This design comes from an exercise in tuning for small area on the open sky130 flow, not from production work.
Only simulation tests tie the RTL to the original design; equivalence was not proved.
No driver is modelled on the clock port, so clock power and skew are understated where the tree is cut down; a real chip needs a root buffer or a tree.

Setup of main:
// TopModule
module TopModule (
    input              clk,
    input              rst,
    input              chipSelect,
    input              read_in,
    input              write_in,
    input              A0In,
    input      [7:0]   inDataBus,
    output reg [7:0]   outDataBus,
    output reg         ioDataBus,
    input      [2:0]   cascade_in,
    output reg [2:0]   cascade_out,
    output             cascade_io,
    input              SP,
    input              interrupt_acknowledge_n,
    output reg         interrupt_to_cpu,
    input      [7:0]   interrupt_request
);
Size: roughly 380 cells after synthesis, ~3700 sq um of cells after synthesis.
export LEC_CHECK = 0
export CAP_MARGIN = 0
export CORE_MARGIN = 2
export CORE_UTILIZATION = 40
export GPL_TIMING_DRIVEN = 0
export SLEW_MARGIN = 0
create_clock -name core_clock -period 10.0 [get_ports {clk}]
standard.sh (not shown) runs the stock make flow with config.mk's settings and CLKGATE_MAP_FILE= SYNTH_SCRIPT=/design/flow/synth_recipe.tcl, a recipe that flattens the netlist after the stock synthesis.
==> flow/flow/run.sh <==
#!/bin/bash
# Own layout flow: the standard ORFS flow with these changes:
#  - synthesis is the standard one, but ABC maps the logic with an area-oriented
#    script, tried with several seeds (flow/abc_override.tcl), instead of ORFS's
#    speed script; registers are untouched;
#  - port buffers use the smallest buffer cell;
#  - the clock tree is built by flow/clock_tree.tcl in place of ORFS's CTS step.
set -euo pipefail
W=$(pwd)
F=$W/flow
export MY_ABC_SEEDS="1 2 3 4 5 6 7 8"
export MY_ABC_TIME=15
export RES=$W/orfs/results/sky130hd/TopModule/base

# synthesis script: the standard flow's, with the abc command overridden
{ head -n 1 synth_recipe.tcl; cat "$F/abc_override.tcl"; tail -n +2 synth_recipe.tcl; } > my_synth.tcl
# config: the standard flow's, plus the extra settings
{ cat config.mk; echo; cat "$F/extra.mk"; } > my_config.mk
sed -e "s#$W/synth_recipe.tcl#$W/my_synth.tcl#g" -e "s#$W/config.mk#$W/my_config.mk#g" standard.sh > my_standard.sh

bash my_standard.sh synth > synth.log 2>&1
bash my_standard.sh place > place.log 2>&1
openroad -no_init -exit "$F/clock_tree.tcl" > clock_tree.log 2>&1
bash my_standard.sh finish > route_finish.log 2>&1
test -f out/final.def
Other scripts of this flow, unchanged in this note and not shown: flow/flow/abc_override.tcl, flow/flow/clock_tree.tcl, flow/flow/downsize.tcl, flow/flow/extra.mk
Inputs modified between main and the feature branch:
--- a/flow/design.v
+++ b/flow/design.v
@@ -102,36 +102,35 @@
         end
     end
     reg       delay_inta;    
     reg       ack1, ack2;    
     reg       thawed;        
     always @(posedge clk or negedge rst) begin
         if (!rst) delay_inta <= 1'b1;
         else      delay_inta <= interrupt_acknowledge_n;
     end
     wire neg_inta = delay_inta & ~interrupt_acknowledge_n;
-    wire pos_inta = ~delay_inta & interrupt_acknowledge_n;
     wire idle     = ~ack1 & ~ack2;
     wire go_ack1  = idle & neg_inta & ~ocw2;
     wire go_ack2  = ack1 & neg_inta;
-    wire end_seq  = ack2 & pos_inta;
+    wire end_seq  = ack2 & interrupt_acknowledge_n;
     wire next_idle = (idle & ~go_ack1) | end_seq;
     always @(posedge clk or negedge rst) begin
         if (!rst) begin
             ack1 <= 1'b0;
             ack2 <= 1'b0;
         end else if (write_icw1) begin
             ack1 <= 1'b0;
             ack2 <= 1'b0;
         end else begin
             ack1 <= go_ack1 | (ack1 & ~neg_inta);
-            ack2 <= go_ack2 | (ack2 & ~pos_inta);
+            ack2 <= go_ack2 | (ack2 & ~interrupt_acknowledge_n);
         end
     end
     always @(posedge clk or negedge rst) begin
         if (!rst) thawed <= 1'b0;
         else if (next_idle) thawed <= 1'b1;
     end
     reg  [7:0] irr;
     reg  [7:0] low_seen;
     reg  [7:0] isr;
     reg  [2:0] rotate;       
@@ -230,23 +229,23 @@
         else if (int_any)
             from_slave <= |(interrupt & icw3);
     end
     always @(posedge clk) begin
         if (int_any) ack_level <= int_level;
         if (ack1)    ack1_level <= int_level;
     end
     wire cascade_slave = ~single & ~SP;
     assign cascade_io  = cascade_slave;
     wire slave_match = cascade_slave & (icw3[2:0] == cascade_in);
-    wire drive_vector = single | slave_match | (~cascade_slave & ~from_slave);
-    always @(*) begin
-        if (~cascade_slave & ~idle & from_slave)
+    wire drive_vector = slave_match | (~cascade_slave & ~from_slave);
+    always @(*) begin
+        if (SP & ~idle & from_slave)
             cascade_out = ack_level;
         else
             cascade_out = 3'b000;
     end
     wire out_vector = ~interrupt_acknowledge_n & ack2 & drive_vector;
     wire read       = ~read_in & ~chipSelect;
     always @(*) begin
         if (out_vector) begin
             ioDataBus  = 1'b0;
             outDataBus = {vector_base, cascade_slave ? ack1_level : hlis_level};
## What came out
- Per the comparison of the feature branch with main, number of buffer and inverter stages on the critical path shows an increase of 1, final standard cell area without fillers shows no meaningful change.
- On final routed wirelength across all metal layers, the feature branch does worse than main.
- The feature branch reports its worst setup path startpoint as interrupt_acknowledge_n while main reports SP.
- Cmp the feature branch vs main: number of standard cells in the layout, taps in and fillers out higher in the feature branch
- Global-route usage in the feature branch is 0.37 points higher than in main
- Between main and the feature branch, the multi-input combinational area share does not differ in any meaningful way.
- The flow did not stop early for the feature branch: all stages ran, and the layout cleared the timing, design-rule and antenna checks.
- Synthesized cell count essentially unchanged between main and the feature branch.
No run of this note takes its clock network from TritonCTS; it comes from the design's own scripts or RTL.

## re-timing with driven ports
Ports are ideal in the flow. The routed layouts listed here were re-timed in OpenROAD. Step 1: set_driving_cell puts a clkbuf_16 on clk and a buf_2 on each other input, an assumption about the parent block. Step 2 also shifts input and output timing later by t, the mid clock arrival at the registers, as if the neighbouring blocks saw the same clock. a / b / c = ideal ports / drivers / drivers and shift; a / b = the first two.
run | t (ns) | setup slack, ns | worst setup path at the end | worst register clock-pin slew, ns | worst slew at a driven data input, ns
main | 0.455 | 2.813 / 2.792 / 2.792 | input to output | 0.11 / 0.11 | 0.03
the feature branch | 0.440 | 3.299 / 3.278 / 3.278 | input to output | 0.12 / 0.12 | 0.03
After both steps every run listed still meets setup and hold.
